This design comes from an exercise in tuning for small area and a short achievable clock period on the open sky130 flow, not from production work. RTL that was checked went through simulation tests only; none was proved equivalent to the original. Power and IR drop assume default switching activity.

// pipelined_regfile_3stage
module pipelined_regfile_3stage(clk, rst, aluout,
	imem_addr, imem_rdata,
	dmem_raddr, dmem_rdata, dmem_wen, dmem_waddr, dmem_wdata);
input clk;
input rst;
output [15:0] imem_addr;
input  [15:0] imem_rdata;
output [15:0] dmem_raddr;
input  [15:0] dmem_rdata;
output dmem_wen;
output [15:0] dmem_waddr;
output [15:0] dmem_wdata;
output [15:0] aluout;
function [15:0] rev16(input [15:0] v);
	integer k;
	for (k = 0; k < 16; k = k + 1) rev16[k] = v[15-k];
endfunction
reg [15:0] pc;            
reg [15:0] ia;            
reg [15:0] a_E, b_E;
reg [3:0]  imm_E, wa_E;
reg [2:0]  op_E;
reg        v_E, we_E, ld_E, sw_E, br_E, ls_E;
reg [15:0] x_M, y_M, z_M;
reg [3:0]  wa_M;
reg        we_M, ld_M, sw_M, mul_M, srl_M;
reg [15:0] dm;            
reg [3:0]  wa_D;
reg        we_D, ld_D;
reg [15:0] alu_W, md_W;
reg [3:0]  wa_W;
reg        we_W, ld_W;
reg [15:0] rf [0:15];
wire [15:0] inst = imem_rdata;
wire [3:0] op = inst[15:12];
wire [3:0] rd = inst[11:8];
wire [3:0] rs = inst[7:4];
wire [3:0] rt = inst[3:0];
wire d_lw  = op == 4'h8;
wire d_sw  = op == 4'h9;
wire d_beq = op == 4'ha;
wire d_jr  = op == 4'hc;
wire d_jal = op == 4'hd;
wire d_jmp = (op == 4'hb) | d_jal;
wire d_we  = ~(d_sw | d_beq | (op == 4'hb) | d_jr | d_jal);
wire [2:0] d_aluop = (d_lw | d_sw) ? 3'd0 : d_beq ? 3'd1 : op[2:0];
wire d_sll = d_aluop == 3'd4;
wire d_srl = d_aluop == 3'd5;
wire [15:0] nextpc = pc + 16'd1;
wire [15:0] wbdata = ld_W ? md_W : alu_W;
wire [15:0] woh = (16'd1 << wa_W) & {16{we_W}};
wire [15:0] wen = d_jal ? {we_W, 15'd0} : woh;
wire [15:0] wd  = d_jal ? nextpc : wbdata;
wire [15:0] oh1 = 16'd1 << rs;
wire [15:0] oh2 = (d_sw | d_beq) ? (16'd1 << rd) : (16'd1 << rt);
wire [3:0]  ra2 = (d_sw | d_beq) ? rd : rt;
reg [15:0] vld;
wire [15:0] s1 = vld & oh1;
wire [15:0] s2 = vld & oh2;
reg [15:0] t1, t2;
integer i;
always @(*) begin
	t1 = {13'd0, oh1[1] && !vld[1], 1'b0, oh1[1] && !vld[1]};
	t2 = {13'd0, oh2[1] && !vld[1], 1'b0, oh2[1] && !vld[1]};
	for (i = 0; i < 16; i = i + 1) begin
		t1 = t1 | (rf[i] & {16{s1[i]}});
		t2 = t2 | (rf[i] & {16{s2[i]}});
	end
end
wire jb1 = we_W & d_jal & oh1[15];
  ...
export LEC_CHECK = 0
export CAP_MARGIN = 20
export CORE_MARGIN = 2
export CORE_UTILIZATION = 40
export SETUP_SLACK_MARGIN = 4.5
export SLEW_MARGIN = 20
create_clock -name core_clock -period 8.0 [get_ports {clk}]
standard.sh (not shown) runs the stock make flow with config.mk's settings and CLKGATE_MAP_FILE= SYNTH_SCRIPT=/design/flow/synth_recipe.tcl, a recipe that flattens the netlist after the stock synthesis.
==> flow/flow/run.sh <==
#!/bin/bash
# Standard layout, with plain buffers (instead of ORFS's default delay cell)
# on the input and output ports.
export BUFFER_PORTS_ARGS="-buffer_cell sky130_fd_sc_hd__buf_2"
bash standard.sh > standard.log 2>&1
The first run produced a clean layout.
Then changed:
Settings changed: CAP_MARGIN 20 to 10, CTS_BUF_LIST set to sky130_fd_sc_hd__clkbuf_8, CTS_CLUSTER_SIZE set to 25, PLACE_DENSITY set to 0.72, SLEW_MARGIN 20 to 10.
Result: The new run finished clean. Combinational power went down by a few percent. Clock power went down by about a fifth. Clock-buffer cell count went up by 21. Synthesized area is unchanged.
Then changed:
Settings changed: CAP_MARGIN 10 to 20, CTS_BUF_LIST sky130_fd_sc_hd__clkbuf_8 to sky130_fd_sc_hd__clkbuf_16, CTS_CLUSTER_DIAMETER set to 115, CTS_CLUSTER_SIZE 25 to 24, PLACE_DENSITY 0.72 to not set, SETUP_SLACK_MARGIN 4.5 to 4.55, SLEW_MARGIN 10 to 20.
Outcome:
- The new run ran to the end with no violations
- first-iteration DRC count fell by 24%
- final cell count went down by 2.3%
- design area decreases by 1.1%
- setup slack gets worse by 0.077 ns
- maximum frequency came out lower by 2.1%
- combinational power grows by 7.9%
- die area is unchanged
- clock power falls by 33%
- wire length is higher by 7.2%
Then changed:
Settings changed: CTS_CLUSTER_DIAMETER 115 to 100, CTS_CLUSTER_SIZE 24 to 20, SETUP_SLACK_MARGIN 4.55 to 4.5.
The new run passed the timing, design-rule and antenna checks; wire length is lower by 2.4%; die area does not change; register-to-register slack is worse by 0.06 ns; maximum frequency increases by about 3.6%.
Then changed:
==> flow/flow/run.sh (replaced) <==
#!/bin/bash
# Standard layout, with plain buffers (instead of ORFS's default delay cell)
# on the input and output ports, and the rst and dmem_wen pins side by side
# (dmem_wen is rst gated, a path from an input straight to an output).
export BUFFER_PORTS_ARGS="-buffer_cell sky130_fd_sc_hd__buf_2"
export IO_CONSTRAINTS=$PWD/flow/io.tcl
bash standard.sh > standard.log 2>&1
==> flow/flow/io.tcl (new file) <==
set_io_pin_constraint -pin_names {rst dmem_wen} -group -order
Settings changed: CTS_BUF_LIST sky130_fd_sc_hd__clkbuf_16 to sky130_fd_sc_hd__clkbuf_8, CTS_CLUSTER_DIAMETER 100 to not set, CTS_CLUSTER_SIZE 20 to 25.
What happened:
- power came out higher by 15%
- clock skew came out higher by 0.0067 ns
- clock power came out higher by 42%
- cell count came out higher by 2.7%
- routed wire length came out higher by 2.6%
- design area came out higher by 2.3%
- setup slack loses 0.016 ns
- clock-buffer cell count came out higher by 66

Setup of alpha:
Starting RTL as in the previous note.
==> flow/config.mk <==
export PLATFORM = sky130hd
export DESIGN_NAME = pipelined_regfile_3stage
export DESIGN_NICKNAME = pipelined_regfile_3stage
export VERILOG_FILES = /design/flow/design.v
export SDC_FILE = /design/flow/constraint.sdc
export NUM_CORES = 4
export LEC_CHECK = 0
export CAP_MARGIN = 20
export CORE_MARGIN = 2
export CORE_UTILIZATION = 40
export CTS_BUF_LIST = sky130_fd_sc_hd__clkbuf_16
export CTS_CLUSTER_DIAMETER = 100
export CTS_CLUSTER_SIZE = 20
export SETUP_SLACK_MARGIN = 4.4
export SLEW_MARGIN = 20
==> flow/constraint.sdc <==
create_clock -name core_clock -period 8.0 [get_ports {clk}]
set_input_delay 1.6000 -clock core_clock [delete_from_list [all_inputs] [get_ports {clk}]]
set_output_delay 1.6000 -clock core_clock [all_outputs]
set_load 0.01 [all_outputs]
==> flow/flow/run.sh <==
#!/bin/bash
# Standard layout, with plain buffers (instead of ORFS's default delay cell)
# on the input and output ports.
export BUFFER_PORTS_ARGS="-buffer_cell sky130_fd_sc_hd__buf_2"
bash standard.sh > standard.log 2>&1
alpha finished every stage and its layout cleared the timing, design-rule and antenna checks.
Inputs modified between alpha and beta:
# alpha
export LEC_CHECK = 0
export CAP_MARGIN = 20
export CORE_MARGIN = 2
export CORE_UTILIZATION = 40
export CTS_BUF_LIST = sky130_fd_sc_hd__clkbuf_16
export CTS_CLUSTER_DIAMETER = 100
export CTS_CLUSTER_SIZE = 20
export SETUP_SLACK_MARGIN = 4.4
export SLEW_MARGIN = 20
create_clock -name core_clock -period 8.0 [get_ports {clk}]
# beta
export LEC_CHECK = 0
export CAP_MARGIN = 20
export CORE_MARGIN = 2
export CORE_UTILIZATION = 40
export CTS_BUF_LIST = sky130_fd_sc_hd__clkbuf_8
export CTS_CLUSTER_SIZE = 25
export SETUP_SLACK_MARGIN = 4.5
export SLEW_MARGIN = 20
create_clock -name core_clock -period 8.0 [get_ports {clk}]
Results
Re gate count of the mapped netlist: no difference whatsoever between alpha and beta.
Against alpha, power in beta came out worse.
beta improves on alpha in achievable clock frequency.
Compared with alpha, in beta utilization up 1.2 points; final cell count up 2.9%.
Relative to beta, the following input files were edited for gamma:
# beta
export LEC_CHECK = 0
export CAP_MARGIN = 20
export CORE_MARGIN = 2
export CORE_UTILIZATION = 40
export CTS_BUF_LIST = sky130_fd_sc_hd__clkbuf_8
export CTS_CLUSTER_SIZE = 25
export SETUP_SLACK_MARGIN = 4.5
export SLEW_MARGIN = 20
create_clock -name core_clock -period 8.0 [get_ports {clk}]
# gamma
export LEC_CHECK = 0
export CAP_MARGIN = 20
export CORE_MARGIN = 2
export CORE_UTILIZATION = 40
export CTS_BUF_LIST = sky130_fd_sc_hd__clkbuf_16
export CTS_CLUSTER_DIAMETER = 100
export CTS_CLUSTER_SIZE = 20
export SETUP_SLACK_MARGIN = 4.5
export SLEW_MARGIN = 20
create_clock -name core_clock -period 8.0 [get_ports {clk}]
==> flow/flow/run.sh <==
#!/bin/bash
# Standard layout, with plain buffers (instead of ORFS's default delay cell)
# on the input and output ports, and the rst and dmem_wen pins side by side
# (dmem_wen is rst gated, a path from an input straight to an output).
export BUFFER_PORTS_ARGS="-buffer_cell sky130_fd_sc_hd__buf_2"
export IO_CONSTRAINTS=$PWD/flow/io.tcl
bash standard.sh > standard.log 2>&1
==> flow/flow/io.tcl (new file) <==
set_io_pin_constraint -pin_names {rst dmem_wen} -group -order
Results
gamma | stages: all done | timing, DRC, antenna: all pass
beta -> gamma: total power decreased by more than 10%
gamma: via-per-instance ratio 0.094 above beta
Relative to beta, relative slew slack has gone down in gamma.
Compared gamma vs beta, and total area of multi-input combinational cells is up in gamma.
| global-route usage | gamma vs beta | 0.35 points lower |
Diff beta and gamma: sequential share of layout area higher in gamma
In gamma, the internal power summed over all cells came out 13% below the value in beta.
Per the comparison of gamma with beta, worst setup slack shows a reduction of 18 ps, relative contribution of the clock network to total power went down by 9.4 points, first-iteration DRC count lower.
Between gamma and beta, it is gamma whose detailed-routing wirelength on met1 is higher, by 700 um.
[inputs] delta vs gamma
# gamma
export LEC_CHECK = 0
export CAP_MARGIN = 20
export CORE_MARGIN = 2
export CORE_UTILIZATION = 40
export CTS_BUF_LIST = sky130_fd_sc_hd__clkbuf_16
export CTS_CLUSTER_DIAMETER = 100
export CTS_CLUSTER_SIZE = 20
export SETUP_SLACK_MARGIN = 4.5
export SLEW_MARGIN = 20
create_clock -name core_clock -period 8.0 [get_ports {clk}]
# delta
export LEC_CHECK = 0
export CAP_MARGIN = 20
export CORE_MARGIN = 2
export CORE_UTILIZATION = 40
export CTS_BUF_LIST = sky130_fd_sc_hd__clkbuf_16
export CTS_CLUSTER_DIAMETER = 115
export CTS_CLUSTER_SIZE = 24
export SETUP_SLACK_MARGIN = 4.5
export SLEW_MARGIN = 20
create_clock -name core_clock -period 8.0 [get_ports {clk}]
==> flow/flow/run.sh <==
#!/bin/bash
# Standard layout, with plain buffers (instead of ORFS's default delay cell)
# on the input and output ports.
export BUFFER_PORTS_ARGS="-buffer_cell sky130_fd_sc_hd__buf_2"
bash standard.sh > standard.log 2>&1
removed: flow/flow/io.tcl
[summary]
From gamma to delta the numbers moved as follows: count of clock-buffer cells in the layout -14%; met1 usage in global routing went down 0.76 points.
Between gamma and delta, the flow reports wire length of the first global-routing pass decreasing slightly.
Sort delta and gamma by number of buffer and inverter instances along the worst setup path asc -> top: delta
Compared with gamma, in delta synthesized instance count shows no meaningful change, time the worst path needs with I/O delays and setup shows a reduction of 11 ps, register-to-register slack shows a reduction of 40 ps.
Total number of multi-input combinational cells: gamma vs delta, no meaningful difference
Per the comparison of delta with gamma, sum of routed wire length over all layers lost about 1.5%, maximum number of pins on one net before global-route repair now larger, final period utilization essentially unchanged.
A top layer reached by signal wires of met4 is what delta shows, while met5 belongs to gamma.

Another version of the RTL of pipelined_regfile_3stage (not shown whole).
Size in the first run: ~2400 cells after synthesis, about 450 flip-flops, ~120 I/O pins, about 25000 µm² of cells after synthesis.
==> flow/config.mk <==
export PLATFORM = sky130hd
export DESIGN_NAME = pipelined_regfile_3stage
export DESIGN_NICKNAME = pipelined_regfile_3stage
export VERILOG_FILES = /design/flow/design.v
export SDC_FILE = /design/flow/constraint.sdc
export NUM_CORES = 4
export LEC_CHECK = 0
export CAP_MARGIN = 20
export CORE_MARGIN = 2
export CORE_UTILIZATION = 40
export SETUP_SLACK_MARGIN = 4
export SLEW_MARGIN = 20
==> flow/constraint.sdc <==
create_clock -name core_clock -period 8.0 [get_ports {clk}]
set_input_delay 1.6000 -clock core_clock [delete_from_list [all_inputs] [get_ports {clk}]]
set_output_delay 1.6000 -clock core_clock [all_outputs]
set_load 0.01 [all_outputs]
run.sh (not shown) runs the stock make flow with config.mk's settings and CLKGATE_MAP_FILE= SYNTH_SCRIPT=/design/flow/synth_recipe.tcl, a recipe that flattens the netlist after the stock synthesis.
Stock flow here: none of the scripts above is used.
The first run completed with no timing, DRC or antenna violations.
Rerun with:
SETUP_SLACK_MARGIN = 3   (was 4)
What happened: The changed run passed the timing, design-rule and antenna checks; core utilization went down by 1.1 points; worst setup slack got worse by 0.86 ns; hold slack got worse by 0.0070 ns; routed wire length went down by a few percent; global-route usage went down by 0.53 points; final area went down by a few percent; sequential share of layout area went up by 0.96 points; via count went down slightly; total power went up slightly; clock-buffer cell count went down by 8; critical path depth went down by 1.
No run of this note included a check of the RTL's function; only the layout flow was run.

run a:
Another version of the RTL of pipelined_regfile_3stage (not shown whole).
Size: roughly 2300 cells after synthesis, about 470 flip-flops, about 120 I/O pins, roughly 25000 sq um of cells after synthesis.
==> flow/config.mk <==
export PLATFORM = sky130hd
export DESIGN_NAME = pipelined_regfile_3stage
export DESIGN_NICKNAME = pipelined_regfile_3stage
export VERILOG_FILES = /design/flow/design.v
export SDC_FILE = /design/flow/constraint.sdc
export NUM_CORES = 4
export LEC_CHECK = 0
export CAP_MARGIN = 20
export CORE_MARGIN = 2
export CORE_UTILIZATION = 55
export SETUP_SLACK_MARGIN = 4.5
export SLEW_MARGIN = 20
==> flow/constraint.sdc <==
create_clock -name core_clock -period 8.0 [get_ports {clk}]
set_input_delay 1.6000 -clock core_clock [delete_from_list [all_inputs] [get_ports {clk}]]
set_output_delay 1.6000 -clock core_clock [all_outputs]
set_load 0.01 [all_outputs]
standard.sh (not shown) runs the stock make flow with config.mk's settings and CLKGATE_MAP_FILE= SYNTH_SCRIPT=/design/flow/synth_recipe.tcl, a recipe that flattens the netlist after the stock synthesis.
==> flow/flow/run.sh <==
#!/bin/bash
# Standard layout, with plain buffers (instead of ORFS's default delay cell)
# on the input and output ports.
export BUFFER_PORTS_ARGS="-buffer_cell sky130_fd_sc_hd__buf_2"
bash standard.sh > standard.log 2>&1
Run a: no failed stages, no open violations at the end
Setup changes, run a to run b
- CORE_UTILIZATION now 40, was 55
- CTS_CLUSTER_DIAMETER now 115, previously not set
- CTS_BUF_LIST now sky130_fd_sc_hd__clkbuf_16, previously not set
- CTS_CLUSTER_SIZE now 24, previously not set
## What came out
Run a → run b: combinational logic power saw a decrease, worst setup slack saw a decrease, area added between synthesis and finish saw a decrease, longest individual stage delay on the worst path saw little to no change, total routing resource utilization after global routing saw a decrease. Relative to run a, the net load switching power measured on run b has decreased by more than 10%. Sort run b and run a by register-to-register slack desc -> top: run b. Higher worst reg2reg path depth goes to run b over run a. sky130_fd_sc_hd__or3_2 as the slowest cell on the critical path was reported by run b, and sky130_fd_sc_hd__nor2_1 by run a.

branch xenon:
pipelined_regfile_3stage again, from the RTL that the note above started with.
Settings: LEC_CHECK=0, CAP_MARGIN=20, CORE_MARGIN=2, CORE_UTILIZATION=55, CTS_BUF_LIST=sky130_fd_sc_hd__clkbuf_16, CTS_CLUSTER_DIAMETER=100, CTS_CLUSTER_SIZE=20, SETUP_SLACK_MARGIN=4.5, SLEW_MARGIN=20; clock period 8.0 ns.
Scripts as last shown in full above: flow/flow/run.sh
--- input diff branch xenon..branch harbor ---
# branch xenon
export LEC_CHECK = 0
export CAP_MARGIN = 20
export CORE_MARGIN = 2
export CORE_UTILIZATION = 55
export CTS_BUF_LIST = sky130_fd_sc_hd__clkbuf_16
export CTS_CLUSTER_DIAMETER = 100
export CTS_CLUSTER_SIZE = 20
export SETUP_SLACK_MARGIN = 4.5
export SLEW_MARGIN = 20
create_clock -name core_clock -period 8.0 [get_ports {clk}]
# branch harbor
export LEC_CHECK = 0
export CAP_MARGIN = 20
export CORE_MARGIN = 2
export CORE_UTILIZATION = 40
export CTS_BUF_LIST = sky130_fd_sc_hd__clkbuf_16
export CTS_CLUSTER_DIAMETER = 100
export CTS_CLUSTER_SIZE = 20
export SETUP_SLACK_MARGIN = 4.5
export SLEW_MARGIN = 20
create_clock -name core_clock -period 8.0 [get_ports {clk}]
==> comparison <==
- The lower post-route total power came out of branch harbor.
- branch xenon was routed with more vias than branch harbor.
- branch xenon → branch harbor: slack of the critical path shows an increase of 0.089 ns, layout-stage area growth over the synthesis result shows no meaningful change.
- On post-route fraction of the period consumed by the critical path, the lower figure sits with branch harbor, not branch xenon.
- In the flow results for branch xenon and branch harbor, the wire length is smaller on branch xenon.
- Sort branch xenon and branch harbor by number of cells on the critical path, ascending, and branch harbor comes first.
- Sort branch xenon and branch harbor by non-clock buffer count asc -> top: branch harbor
- Comparing branch xenon and branch harbor, the lower core utilization was measured on branch harbor.
- branch harbor against branch xenon: met3 demand-to-capacity share in global routing dropped 1.7 points, worst-skew pair later-pin latency climbed 0.05 ns.

==> separate check: timing with driven ports <==
In the flow no input, the clock included, has a driving cell. The finished layouts below were timed again as built, in two steps. Step 1 (the two cells are an assumption about what drives the block):
set clk [get_ports {clk}]
set_driving_cell -lib_cell sky130_fd_sc_hd__clkbuf_16 $clk
set_driving_cell -lib_cell sky130_fd_sc_hd__buf_2 [delete_from_list [all_inputs] $clk]
Step 2 times the ports against the registers' clock, not the clock port: input delays grow and output delays shrink by t, the midpoint of the rising clock arrivals with the driver on. Slacks: ideal ports / drivers / drivers and shift; pairs: ideal ports / drivers.
run | t, ns | setup WS [ns] | clock arrival spread, ns | cell pins on the clock port's net
the first run of note 1 | 0.670 | 4.406 / 4.262 / 3.832 | 0.037 / 0.037 | 1
the second run of note 1 | 0.728 | 4.349 / 4.293 / 3.793 | 0.059 / 0.059 | 1
the third run of note 1 | 0.647 | 4.272 / 4.226 / 3.924 | 0.041 / 0.042 | 1
the fourth run of note 1 | 0.681 | 4.402 / 4.252 / 3.859 | 0.035 / 0.034 | 1
the fifth run of note 1 | 0.752 | 4.386 / 4.347 / 3.792 | 0.046 / 0.045 | 1
alpha | 0.674 | 4.353 / 4.172 / 3.626 | 0.024 / 0.024 | 1
beta | 0.738 | 4.402 / 4.256 / 3.767 | 0.044 / 0.044 | 1
gamma | 0.667 | 4.384 / 4.346 / 3.852 | 0.022 / 0.021 | 1
delta | 0.662 | 4.396 / 4.250 / 3.787 | 0.044 / 0.044 | 1
the first run of note 3 | 0.631 | 4.016 / 4.012 / 3.381 | 0.040 / 0.040 | 1
the second run of note 3 | 0.653 | 3.158 / 3.155 / 2.502 | 0.036 / 0.036 | 1
run a | 0.657 | 4.482 / 4.393 / 3.791 | 0.030 / 0.031 | 1
run b | 0.668 | 4.461 / 4.348 / 3.774 | 0.059 / 0.059 | 1
branch xenon | 0.664 | 4.402 / 4.342 / 3.678 | 0.022 / 0.022 | 1
branch harbor | 0.683 | 4.491 / 4.343 / 3.758 | 0.086 / 0.087 | 1
After both steps setup and hold are still met in every run listed. For branch harbor, which loses most, drivers alone change the setup slack by -0.148 ns; drivers and shift together by -0.733 ns.
